This is an optimization exercise on Yosys and OpenROAD, whose aim is small area and a short achievable clock period, not a production implementation. The RTL was checked by simulation tests, not by an equivalence proof against the original design. The flow treats the clock pin as an ideal source. Dropping or thinning the clock tree relies on that and would not hold on a real chip.

## flow/design.v (module list and top-level ports; edited modules follow where they fit)
// module xm0: 6 lines
// module xm1: 6 lines
// module ym0: 6 lines
// module ym1: 6 lines
// module xl0: 4 lines
// module xl1: 4 lines
// module yl0: 4 lines
// module yl1: 4 lines
// module xh0: 6 lines
// module xh1: 6 lines
// module yh0: 6 lines
// module yh1: 6 lines
// module bubble_sort: 1523 lines
module bubble_sort
#(
parameter BW = 8,
parameter N = 16
)
(input clk, rstn,
 input [N*BW-1:0] inNum,
 output logic [N*BW-1:0] outNum);
  // ...
==> flow/flow/run.sh <==
#!/bin/bash
# The standard layout (standard.sh) with these changes:
#  - synthesis puts flow/cells.v's gate-level modules (sky130 cells) in place of
#    the RTL's x*/y* bit-cell modules before flattening; ABC maps what is left
#    with flow/abc.script;
#  - ports get sky130 buf_1 buffers;
#  - make variables listed in flow/make_args (one per line), e.g. CTS settings.
set -euo pipefail
W=$(pwd)
MODS=$(grep -o '^module [a-z0-9_]*' flow/cells.v | awk '{print $2}' | tr '\n' ' ')
{
  head -n 1 synth_recipe.tcl
  echo "proc abc {args} { set i [lsearch -exact \$args -script]; if {\$i >= 0} { lset args [expr {\$i + 1}] $W/flow/abc.script }; yosys abc {*}\$args }"
  echo "proc hierarchy {args} {"
  echo "  if {![info exists ::cells_swapped]} {"
  echo "    set ::cells_swapped 1"
  echo "    foreach m {$MODS} { yosys delete \$m }"
  echo "    yosys read_verilog $W/flow/cells.v"
  echo "  }"
  echo "  yosys hierarchy {*}\$args"
  echo "}"
  tail -n +2 synth_recipe.tcl
} > my_synth.tcl
ARGS=()
if [[ -f flow/make_args ]]; then
  while IFS= read -r line; do [[ -n "$line" ]] && ARGS+=("$line"); done < flow/make_args
fi
bash standard.sh SYNTH_SCRIPT=$W/my_synth.tcl \
  "BUFFER_PORTS_ARGS=-buffer_cell sky130_fd_sc_hd__buf_1" "${ARGS[@]}" finish > flow.log 2>&1
==> flow/flow/abc.script <==
strash
dch -f
amap
topo
stime -c
==> flow/flow/cells.v <==
// Gate-level versions of the x*/y* modules of rtl/bubble_sort.sv, from sky130_fd_sc_hd cells.
// Generated by gen/gen.py.
module xm0 (input A, B, G, L, output F, S, GN, LN);
	sky130_fd_sc_hd__o22ai_1 u0 (.A1(A), .A2(G), .B1(B), .B2(L), .Y(F));
	sky130_fd_sc_hd__a22o_1 u1 (.A1(A), .A2(LN), .B1(B), .B2(GN), .X(S));
	sky130_fd_sc_hd__a21oi_1 u2 (.A1(A), .A2(F), .B1(G), .Y(GN));
	sky130_fd_sc_hd__a21oi_1 u3 (.A1(B), .A2(F), .B1(L), .Y(LN));
endmodule

module xm1 (input A, B, G, L, output F, S, GN, LN);
	sky130_fd_sc_hd__o22ai_1 u0 (.A1(A), .A2(G), .B1(B), .B2(L), .Y(F));
	sky130_fd_sc_hd__a22oi_1 u1 (.A1(A), .A2(LN), .B1(B), .B2(GN), .Y(S));
	sky130_fd_sc_hd__a21oi_1 u2 (.A1(A), .A2(F), .B1(G), .Y(GN));
	sky130_fd_sc_hd__a21oi_1 u3 (.A1(B), .A2(F), .B1(L), .Y(LN));
endmodule

module ym0 (input A, B, GN, LN, output F, S, G, L);
	sky130_fd_sc_hd__a22oi_1 u0 (.A1(A), .A2(LN), .B1(B), .B2(GN), .Y(F));
	sky130_fd_sc_hd__o22a_1 u1 (.A1(A), .A2(G), .B1(B), .B2(L), .X(S));
	sky130_fd_sc_hd__o21ai_0 u2 (.A1(B), .A2(F), .B1(GN), .Y(G));
	sky130_fd_sc_hd__o21ai_0 u3 (.A1(A), .A2(F), .B1(LN), .Y(L));
endmodule

module ym1 (input A, B, GN, LN, output F, S, G, L);
	sky130_fd_sc_hd__a22oi_1 u0 (.A1(A), .A2(LN), .B1(B), .B2(GN), .Y(F));
	sky130_fd_sc_hd__o22ai_1 u1 (.A1(A), .A2(G), .B1(B), .B2(L), .Y(S));
	sky130_fd_sc_hd__o21ai_0 u2 (.A1(B), .A2(F), .B1(GN), .Y(G));
	sky130_fd_sc_hd__o21ai_0 u3 (.A1(A), .A2(F), .B1(LN), .Y(L));
endmodule

module xl0 (input A, B, G, L, output F, S);
	sky130_fd_sc_hd__o22ai_1 u0 (.A1(A), .A2(G), .B1(B), .B2(L), .Y(F));
	sky130_fd_sc_hd__maj3_1 u1 (.A(A), .B(B), .C(F), .X(S));
endmodule

module xl1 (input A, B, G, L, output F, S);
	sky130_fd_sc_hd__o22ai_1 u0 (.A1(A), .A2(G), .B1(B), .B2(L), .Y(F));
	sky130_fd_sc_hd__a222oi_1 u1 (.A1(A), .A2(B), .B1(A), .B2(F), .C1(B), .C2(F), .Y(S));
endmodule

module yl0 (input A, B, GN, LN, output F, S);
	sky130_fd_sc_hd__a22oi_1 u0 (.A1(A), .A2(LN), .B1(B), .B2(GN), .Y(F));
	sky130_fd_sc_hd__maj3_1 u1 (.A(A), .B(B), .C(F), .X(S));
endmodule

module yl1 (input A, B, GN, LN, output F, S);
	sky130_fd_sc_hd__a22oi_1 u0 (.A1(A), .A2(LN), .B1(B), .B2(GN), .Y(F));
	sky130_fd_sc_hd__a222oi_1 u1 (.A1(A), .A2(B), .B1(A), .B2(F), .C1(B), .C2(F), .Y(S));
endmodule

module xh0 (input A, B, output F, S, GN, LN);
	sky130_fd_sc_hd__nand2_1 u0 (.A(A), .B(B), .Y(F));
	sky130_fd_sc_hd__or2_0 u1 (.A(A), .B(B), .X(S));
	sky130_fd_sc_hd__nand2_1 u2 (.A(A), .B(F), .Y(GN));
	sky130_fd_sc_hd__nand2_1 u3 (.A(B), .B(F), .Y(LN));
endmodule

module xh1 (input A, B, output F, S, GN, LN);
	sky130_fd_sc_hd__nand2_1 u0 (.A(A), .B(B), .Y(F));
	sky130_fd_sc_hd__nor2_1 u1 (.A(A), .B(B), .Y(S));
	sky130_fd_sc_hd__nand2_1 u2 (.A(A), .B(F), .Y(GN));
	sky130_fd_sc_hd__nand2_1 u3 (.A(B), .B(F), .Y(LN));
endmodule

module yh0 (input A, B, output F, S, G, L);
	sky130_fd_sc_hd__nor2_1 u0 (.A(A), .B(B), .Y(F));
	sky130_fd_sc_hd__and2_0 u1 (.A(A), .B(B), .X(S));
	sky130_fd_sc_hd__nor2_1 u2 (.A(B), .B(F), .Y(G));
	sky130_fd_sc_hd__nor2_1 u3 (.A(A), .B(F), .Y(L));
endmodule

module yh1 (input A, B, output F, S, G, L);
	sky130_fd_sc_hd__nor2_1 u0 (.A(A), .B(B), .Y(F));
	sky130_fd_sc_hd__nand2_1 u1 (.A(A), .B(B), .Y(S));
	sky130_fd_sc_hd__nor2_1 u2 (.A(B), .B(F), .Y(G));
	sky130_fd_sc_hd__nor2_1 u3 (.A(A), .B(F), .Y(L));
endmodule

==> flow/flow/make_args <==
CTS_ARGS=-sink_clustering_enable -repair_clock_nets -sink_clustering_size 16 -sink_clustering_max_diameter 60 -buf_list sky130_fd_sc_hd__clkbuf_8 -root_buf sky130_fd_sc_hd__clkbuf_16 -dont_use_dummy_load
==> flow/standard.sh <==
#!/bin/bash
# synth_recipe.tcl (not shown) runs the flow's synth.tcl, then flattens the netlist and writes it again
# the make line also repeats each setting of config.mk as NAME=value (left out here)
make -C /OpenROAD-flow-scripts/flow DESIGN_CONFIG=/design/flow/config.mk WORK_HOME=/design/flow/orfs CLKGATE_MAP_FILE= SYNTH_SCRIPT=/design/flow/synth_recipe.tcl "${@:-finish}"
==> flow/config.mk <==
export PLATFORM = sky130hd
export DESIGN_NAME = bubble_sort
export DESIGN_NICKNAME = bubble_sort
export VERILOG_FILES = /design/flow/design.v
export SDC_FILE = /design/flow/constraint.sdc
export NUM_CORES = 4
export LEC_CHECK = 0
export CAP_MARGIN = 20
export CORE_MARGIN = 2
export CORE_UTILIZATION = 66
export PLACE_DENSITY = 0.75
export SLEW_MARGIN = 20
==> flow/constraint.sdc <==
create_clock -name core_clock -period 70.0 [get_ports {clk}]
set_input_delay 14.0000 -clock core_clock [delete_from_list [all_inputs] [get_ports {clk}]]
set_output_delay 14.0000 -clock core_clock [all_outputs]
set_load 0.01 [all_outputs]
==> flow_summary_export.csv, run 1 <==
group,metric,value,unit
status,run_status,"no timing/DRC/antenna violations",
worst_setup_path,r2r_setup_slack,56390,ps
worst_setup_path,crit_slowest_cell,"dfxtp_1",
sta,rsz0062_at_grt,"no",
final_layout,inverters_excl_clock,21,
worst_hold_path,hp-class,"flop to flop",
place,dp_cells,2652,
cts,numCtsBuffers,20,
worst_setup_path,cp-end-kind,"output pin",
die,ios,258,
routing,wl_per_cell,21.83,µm
routing,viasPerCell,7.821,
cts,clk_latency,510,ps
final_layout,reg_top3,"array (128), outNum (128)",
final_layout,clkbuf_count,20,
grt,met1_usage,0.5226,
final_layout,area.sequential,5125,µm²
cts,cts_setup_buffers,0,
place,place_hpwl,46590,µm
routing,drc_errors,0,
routing,met1_length,20400,µm
grt,grt_max_degree,17,
die,core,23470,µm²
final_layout,layout_common_cells,"o22ai_1, a22oi_1, o21ai_0, a21oi_1",
final_layout,final_common_cell,"o22ai_1",
worst_hold_path,hp-start,"array[39]$_DFF_P_",
final_layout,fin_nets,2485,
synth,syn_inst,2077,
cts,path_clk_slew,110,ps
synth,ys.flop_type,"dfxtp_1",
==> run 2, diff against run 1 <==
--- a/flow/flow/run.sh
+++ b/flow/flow/run.sh
@@ -6,3 +6,6 @@
 #  - ports get sky130 buf_1 buffers;
-#  - make variables listed in flow/make_args (one per line), e.g. CTS settings.
+#  - make variables listed in flow/make_args (one per line), e.g. CTS settings;
+#  - after CTS, flow/clock_mod.tcl flattens the clock tree to one level of
+#    buffers (mode in flow/clock_mode), then the standard flow goes on.
+# Each tool's output goes to a log file in this folder (and ORFS's own logs).
 set -euo pipefail
@@ -27,3 +30,7 @@
 fi
-bash standard.sh SYNTH_SCRIPT=$W/my_synth.tcl \
-  "BUFFER_PORTS_ARGS=-buffer_cell sky130_fd_sc_hd__buf_1" "${ARGS[@]}" finish > flow.log 2>&1
+STD=(SYNTH_SCRIPT=$W/my_synth.tcl "BUFFER_PORTS_ARGS=-buffer_cell sky130_fd_sc_hd__buf_1" "${ARGS[@]}")
+bash standard.sh "${STD[@]}" cts > flow_to_cts.log 2>&1
+R=$W/orfs/results/$FLOW_PLATFORM/bubble_sort/base
+ODB_IN=$R/4_cts.odb ODB_OUT=$R/4_cts.odb CLK_NET=clk CLOCK_MODE=$(cat flow/clock_mode) \
+  openroad -no_init -exit flow/clock_mod.tcl > clock_mod.log 2>&1
+bash standard.sh "${STD[@]}" finish > flow_finish.log 2>&1
==> flow/flow/clock_mod.tcl (new file) <==
read_db $::env(ODB_IN)
set block [ord::get_db_block]
set port_net [$block findNet $::env(CLK_NET)]
set mode $::env(CLOCK_MODE)
set leaves {}
set root ""
set others {}
foreach inst [$block getInsts] {
  set m [[$inst getMaster] getName]
  if {![string match "sky130_fd_sc_hd__clkbuf_*" $m]} { continue }
  set net [[$inst findITerm X] getNet]
  set drives_ff 0
  foreach it [$net getITerms] {
    if {[string match "sky130_fd_sc_hd__df*" [[[$it getInst] getMaster] getName]]} { set drives_ff 1; break }
  }
  if {$drives_ff} {
    lappend leaves $inst
  } elseif {$mode eq "root" && [[[$inst findITerm A] getNet] getName] eq [$port_net getName]} {
    set root $inst
  } else {
    lappend others $inst
  }
}
puts "clock_mod: mode $mode, [llength $leaves] leaf buffers, root [expr {$root eq "" ? "none" : [$root getName]}], [llength $others] buffers removed"
if {$mode eq "direct"} {
  if {[llength $leaves] > 4} { error "clock_mod: [llength $leaves] leaf buffers; the clock port may feed at most 4" }
  set feed $port_net
} else {
  if {$root eq ""} { error "clock_mod: no root buffer" }
  set feed [[$root findITerm X] getNet]
}
foreach inst $others {
  set onet [[$inst findITerm X] getNet]
  odb::dbInst_destroy $inst
  if {$onet ne "NULL" && $onet ne $feed && $onet ne $port_net && [llength [$onet getITerms]] == 0} { odb::dbNet_destroy $onet }
}
foreach inst $leaves {
  set a [$inst findITerm A]
  set old [$a getNet]
  if {$old ne "NULL" && [$old getName] eq [$feed getName]} { continue }
  $a disconnect
  $a connect $feed
  if {$old ne "NULL" && $old ne $port_net && [llength [$old getITerms]] == 0 && [llength [$old getBTerms]] == 0} { odb::dbNet_destroy $old }
}
set n 0
foreach it [$port_net getITerms] { incr n }
puts "clock_mod: the clock port feeds $n cell pins"
write_db $::env(ODB_OUT)
==> flow/flow/clock_mode (new file) <==
root
==> run 2 against run 1 <==
- still clean
- sequential share of layout area grew 0.085 points
- via count grew 0.13%
- die area is the same
- synthesized cell count is the same
- global-route usage grew 1.1 points
- worst setup slack gained 21 ps
- worst hold slack lost 9.0 ps
- cell count is essentially flat
- critical endpoint is now outNum[44]
- largest cell class unchanged
==> flow_summary_export.csv, run 2 <==
group,metric,value,unit
status,run_status,"no timing/DRC/antenna violations",
synth,syn_inst,2077,
run,maxCapViolCount,0,
worst_setup_path,cp_top_family,"flip-flops",
cts,numClockSinks,256,
die,die_area,25100,µm²
cts,cts_setup_buffers,0,
routing,drtAntennaViolNets,0,
final_layout,areaGrowthSynthToFinish,10.29,%
synth,yosys.area.top_type,"dfxtp_1",
routing,firstDrtPassIters,10,
worst_setup_path,worstPathRequired,56000,ps
final_layout,nFillCells,1838,
routing,wl_per_cell,21.89,µm
sta,fmax,66.67,MHz
final_layout,n_antenna_cell,0,
worst_setup_path,path_cells,"buf_1",
synth,synthTopCellsByCount,"o22ai_1, a22oi_1, a21oi_1, o21ai_0, dfxtp_1",
final_layout,final_area,17360,µm²
routing,drc_errors,0,
final_layout,layout_common_cells,"o22ai_1, a22oi_1, o21ai_0, a21oi_1",
sta,tns,0,ps
worst_setup_path,crit_buf_inv,1,
synth,synth.distinct_cells,14,
die,ios,258,
final_layout,area.sequential,5125,µm²
cts,cts_resized,0,
sta,relSlewSlack,0.3744,
die,die_h,158.4,µm
place,gp_congestion,1.028,
synth,synthMostInstantiatedCell,"o22ai_1",
synth,async_flop_share,0,
sta,maxSlewViolCount,0,
synth,postSynthNetCount,2207,
die,core,23470,µm²
grt,grt_max_degree,18,
worst_setup_path,worstPathMaxFanout,1,
final_layout,multiInputGateArea,10540,µm²
grt,grt_overflow_total,0,
sta,setup_viol_count_final,0,
place,place_hpwl,46590,µm
synth,yosysTopAreaCellShare,0.3256,
sta,rsz0062_at_grt,"no",
sta,skew,25.90,ps
die,rows,56,
worst_setup_path,crit_slowest_cell,"dfxtp_1",
die,die_x,158.4,µm
place,numPortBuffers,256,
place,pre_cts_slack,55520,ps
worst_setup_path,critPathMaxStageDelay,370,ps
cts,clk_latency,460,ps
final_layout,fin_nets,2483,
sta,layout_setup_ws,55000,ps
worst_setup_path,cp-end-kind,"output pin",
synth,synth.avg_cell_area,7.579,µm²
sta,fin_crit,15000,ps
synth,netlist_area,15740,µm²
grt,grt_pass1_vias,18070,
routing,totalWireLength,58450,µm
final_layout,drive_above_1_share,0.007656,
routing,drt_iter0_drc,3892,
cts,path_clk_slew,100,ps
sta,fin_crit_sh,0.2143,
synth,ys_top_cells_by_area,"dfxtp_1, a22oi_1, o22ai_1, a21oi_1, o21ai_0",
worst_hold_path,hp-class,"flop to flop",
place,place_area,17100,µm²
synth,yosysWarnings,1,
cts,ctsHoldBuffers,0,
routing,vias,20930,
synth,ys.flop_type,"dfxtp_1",
grt,grt_usage,0.4493,
sta,worst_pin_slew,928.5,ps
grt,antenna_found_initial,0,
worst_setup_path,worstPathArrival,1000,ps
grt,grt_pass1_wl,87280,µm
worst_setup_path,critical_path_class,"flop to output pin",
worst_setup_path,start_kind,"flop",
sta,finalHoldViolCount,0,
synth,synth-edff-count,0,
synth,synth-seq-cells,256,
sta,whs,814.8,ps
final_layout,reg_top3,"array (128), outNum (128)",
die,start_util,0.6706,
final_layout,final_common_cell,"o22ai_1",
synth,ys_seq_area_frac,0.3256,
routing,viasPerCell,7.838,
-- run 2: routing by layer --
metal  GRT usage  share of wire  vias to the layer above
li1            -              -                     9332
met1      0.5250           0.35                     9392
met2      0.7379           0.45                     1780
met3     0.09036           0.12                      423
met4      0.3183          0.082                        0
met5           0              0                        -
-- run 2: per-stage QoR --
step | std cells | util
final | 2670 | 0.7396
after global routing | 2670 | 0.7396
after CTS | 2672 | 0.7417
after detailed placement | 2652 | 0.7286
after global placement | 2652 | 0.7286
after floorplan | 2077 | -
-- run 2: kinds of logic (layout without fill, tap and decap cells) --
| family | count (synthesis) | in the layout | share of synthesized area |
|---|---|---|---|
| simple gates | 240 | 240 | 0.05786 |
| flops | 256 | 256 | 0.3256 |
| compound gates | 1541 | 1541 | 0.5995 |
| buf+inv | 21 | 295 | 0.005008 |
| fa+ha+maj | 19 | 19 | 0.01208 |
-- run 2: final timing paths --
check                           from            endpoint  slack (ps)  cells after the start
setup / recovery  outNum[44]$_DFF_P_          outNum[44]       55000                      1
hold / removal     array[39]$_DFF_P_   outNum[7]$_DFF_P_         810                      4
setup reg to reg   array[79]$_DFF_P_  outNum[72]$_DFF_P_       56280                     43
hold reg to reg    array[39]$_DFF_P_   outNum[7]$_DFF_P_         810                      4
-- run 2: final cells by class --
class | instances | share of cell area
flip-flops and latches | 256 | 0.2952
repair buffers | 256 | 0.05535
clock buffers | 18 | 0.01492
well taps | 319 | 0.02299
inverters | 21 | 0.004541
multi-input cells | 1800 | 0.6070
==> run 3, diff against run 2 <==
--- a/flow/flow/clock_mod.tcl
+++ b/flow/flow/clock_mod.tcl
@@ -4,2 +4,24 @@
 set mode $::env(CLOCK_MODE)
+if {$mode eq "tree"} {
+  set root ""
+  foreach it [$port_net getITerms] {
+    set inst [$it getInst]
+    if {[string match "sky130_fd_sc_hd__clkbuf_*" [[$inst getMaster] getName]]} { set root $inst }
+  }
+  if {$root eq "" || [llength [$port_net getITerms]] != 1} { error "clock_mod: the clock port does not feed exactly one buffer" }
+  set rnet [[$root findITerm X] getNet]
+  set sinks [$rnet getITerms]
+  set n 0
+  foreach it $sinks { if {[$it isInputSignal]} { incr n } }
+  if {$n > 4} { error "clock_mod: the port buffer feeds $n pins; the clock port may feed at most 4" }
+  puts "clock_mod: mode tree, removing [$root getName], its $n loads go on the clock port"
+  odb::dbInst_destroy $root
+  foreach it [$rnet getITerms] { $it disconnect; $it connect $port_net }
+  odb::dbNet_destroy $rnet
+  set n 0
+  foreach it [$port_net getITerms] { incr n }
+  puts "clock_mod: the clock port feeds $n cell pins"
+  write_db $::env(ODB_OUT)
+  exit 0
+}
 set leaves {}
==> flow/flow/clock_mode (replaced) <==
tree
==> run 3 against run 2 <==
- still clean on timing, DRC and antenna
- clock skew is 13 ps higher
- cell count hardly changed
- clock-buffer cell count is 1 higher
- fmax is 0.66% higher
- sequential share of layout area hardly changed
- cell area is 0.14% higher
- highest routed layer unchanged
- worst hold slack better by 12 ps
- synthesized cell count stayed put
==> flow_summary_export.csv, run 3 <==
group,metric,value,unit
worst_hold_path,hp-class,"flop to flop",
sta,worst_pin_slew,821.9,ps
worst_setup_path,cp_top_family,"flip-flops",
cts,numClockSinks,256,
grt,grt_usage,0.4374,
routing,firstDrtPassIters,21,
synth,synthTopCellsByCount,"o22ai_1, a22oi_1, a21oi_1, o21ai_0, dfxtp_1",
grt,grt_max_degree,17,
synth,yosysWarnings,1,
grt,grt_pass1_wl,86970,µm
grt,grt_pass1_vias,18100,
sta,fin_crit,14900,ps
grt,antenna_found_initial,0,
cts,cts_resized,0,
final_layout,layout_common_cells,"o22ai_1, a22oi_1, o21ai_0, a21oi_1",
sta,setup_viol_count_final,0,
grt,grt_overflow_total,0,
synth,synthMostInstantiatedCell,"o22ai_1",
synth,synth-edff-count,0,
place,gp_congestion,1.028,
synth,synth_simple_gate_area_frac,0.05787,
die,core,23470,µm²
synth,async_flop_share,0,
worst_setup_path,cp-end-kind,"output pin",
place,numPortBuffers,256,
worst_setup_path,path_cells,"buf_1",
status,run_status,"no timing/DRC/antenna violations",
final_layout,final_common_cell,"o22ai_1",
routing,viasPerCell,7.839,
worst_setup_path,critical_path_class,"flop to output pin",
routing,drtAntennaViolNets,0,
place,place_hpwl,46590,µm
synth,yosys.area.top_type,"dfxtp_1",
synth,postSynthNetCount,2207,
final_layout,fin_util,0.7407,
synth,synth_xor_area_frac,0,
worst_setup_path,worstPathRequired,56000,ps
sta,finalHoldViolCount,0,
die,ios,258,
sta,fmax,67.11,MHz
synth,synth-seq-cells,256,
final_layout,n_antenna_cell,0,
cts,ctsHoldBuffers,0,
routing,vias,20940,
die,start_util,0.6706,
synth,netlist_area,15740,µm²
worst_setup_path,critPathMaxStageDelay,370,ps
sta,maxSlewViolCount,0,
synth,synth.avg_cell_area,7.579,µm²
final_layout,reg_top3,"array (128), outNum (128)",
cts,path_clk_slew,110,ps
worst_setup_path,worstPathArrival,900,ps
die,die_h,158.4,µm
worst_setup_path,worstPathMaxFanout,1,
sta,relSlewSlack,0.4463,
run,maxCapViolCount,0,
worst_setup_path,crit_slowest_cell,"dfxtp_1",
synth,syn_inst,2077,
routing,wl_per_cell,21.91,µm
sta,rsz0062_at_grt,"no",
routing,drc_errors,0,
cts,clk_latency,380,ps
synth,ys_top_cells_by_area,"dfxtp_1, a22oi_1, o22ai_1, a21oi_1, o21ai_0",
synth,ys.flop_type,"dfxtp_1",
final_layout,areaGrowthSynthToFinish,10.44,%
die,die_x,158.4,µm
synth,synth.distinct_cells,14,
synth,synth_top_family_by_area,"compound AO/OA/AOI/OAI gates",
worst_setup_path,start_kind,"flop",
final_layout,drive_above_1_share,0.008078,
synth,synth_compound_area_frac,0.5995,
routing,totalWireLength,58510,µm
synth,synthAdderAreaFrac,0.01208,
die,rows,56,
routing,drt_iter0_drc,3753,
sta,fin_crit_sh,0.2129,
sta,tns,0,ps
final_layout,final_cells,2671,
synth,ys_seq_area_frac,0.3256,
place,dp_cells,2652,
final_layout,fin_nets,2484,
die,die_area,25100,µm²
sta,skew,38.42,ps
synth,yosysTopAreaCellShare,0.3256,
cts,cts_setup_buffers,0,
worst_setup_path,crit_buf_inv,1,
synth,synthMuxAreaShare,0,
==> run 3: cell count changes in the layout (fill, tap and decap cells not counted), sizes merged <==
cell,delta
clkbuf,+1
==> run 3: path summary, 6_finish.rpt <==
| kind | start | end | slack [ps] | cells past startpoint |
|---|---|---|---|---|
| setup / recovery | outNum[29]$_DFF_P_ | outNum[29] | 55100 | 1 |
| hold / removal | array[39]$_DFF_P_ | outNum[7]$_DFF_P_ | 830 | 4 |
| setup reg to reg | array[79]$_DFF_P_ | outNum[72]$_DFF_P_ | 56170 | 43 |
| hold reg to reg | array[39]$_DFF_P_ | outNum[7]$_DFF_P_ | 830 | 4 |
==> run 3: cell type report <==
cell class	instances	area, µm²
clock buffer	19	284.0
fill	1832	6087
inverter	21	78.83
multi-input combinational	1800	10540
sequential	256	5125
tap	319	399.1
timing repair buffer	256	960.9
==> run 3: routing by layer <==
layer,vias up,share of wire,wire (µm),GRT usage
li1,9351,-,-,-
met1,9360,0.34,20160,0.5216
met2,1823,0.45,26060,0.7393
met3,404,0.13,7566,0.06587
met4,0,0.081,4726,0.2746
met5,-,0,0,0
==> run 3: through the flow <==
stage / worst slack [ps] / cell area, µm² / hold WS (ps)
global route: 55090 / 17390 / 874.8
finish: 55100 / 17390 / 827.2
floorplan: 55670 / 15740 / 641.1
global placement: 55540 / 17100 / 748.1
CTS: 54990 / 17410 / 779.8
detailed placement: 55520 / 17100 / 765.5
==> run 3: logic make-up after synthesis <==
kind of cell,after synthesis
simple gates,240
compound gates,1541
flops,256
fa+ha+maj,19
buf+inv,21

[static timing again, ports no longer ideal]
Ports are ideal in the flow. The routed layouts listed here were re-timed in OpenROAD.
Step 1 (the two cells are an assumption about what drives the block):
set clk [get_ports {clk}]
set_driving_cell -lib_cell sky130_fd_sc_hd__clkbuf_16 $clk
set_driving_cell -lib_cell sky130_fd_sc_hd__buf_2 [delete_from_list [all_inputs] $clk]
Step 2 adds t to the input delays and takes it off the output delays; t is the mean of the earliest and latest rising clock arrival at the registers after step 1. Input paths then give back, and output paths get back, about the clock's delay inside the block.
a / b / c = ideal / step 1 / step 2; a / b = the first two.
run	t (ns)	setup WS [ns]	hold WS [ns]	worst setup path after step 2	worst register clock-pin slew, ns
run 1	0.543	54.980 / 54.929 / 55.472	0.824 / 0.824 / 0.824	register to output	0.11 / 0.11
run 2	0.497	55.001 / 54.950 / 55.447	0.815 / 0.815 / 0.815	register to output	0.10 / 0.10
run 3	0.423	55.100 / 55.033 / 55.457	0.827 / 0.827 / 0.827	register to output	0.11 / 0.11
After both steps setup and hold are still met in every run listed.
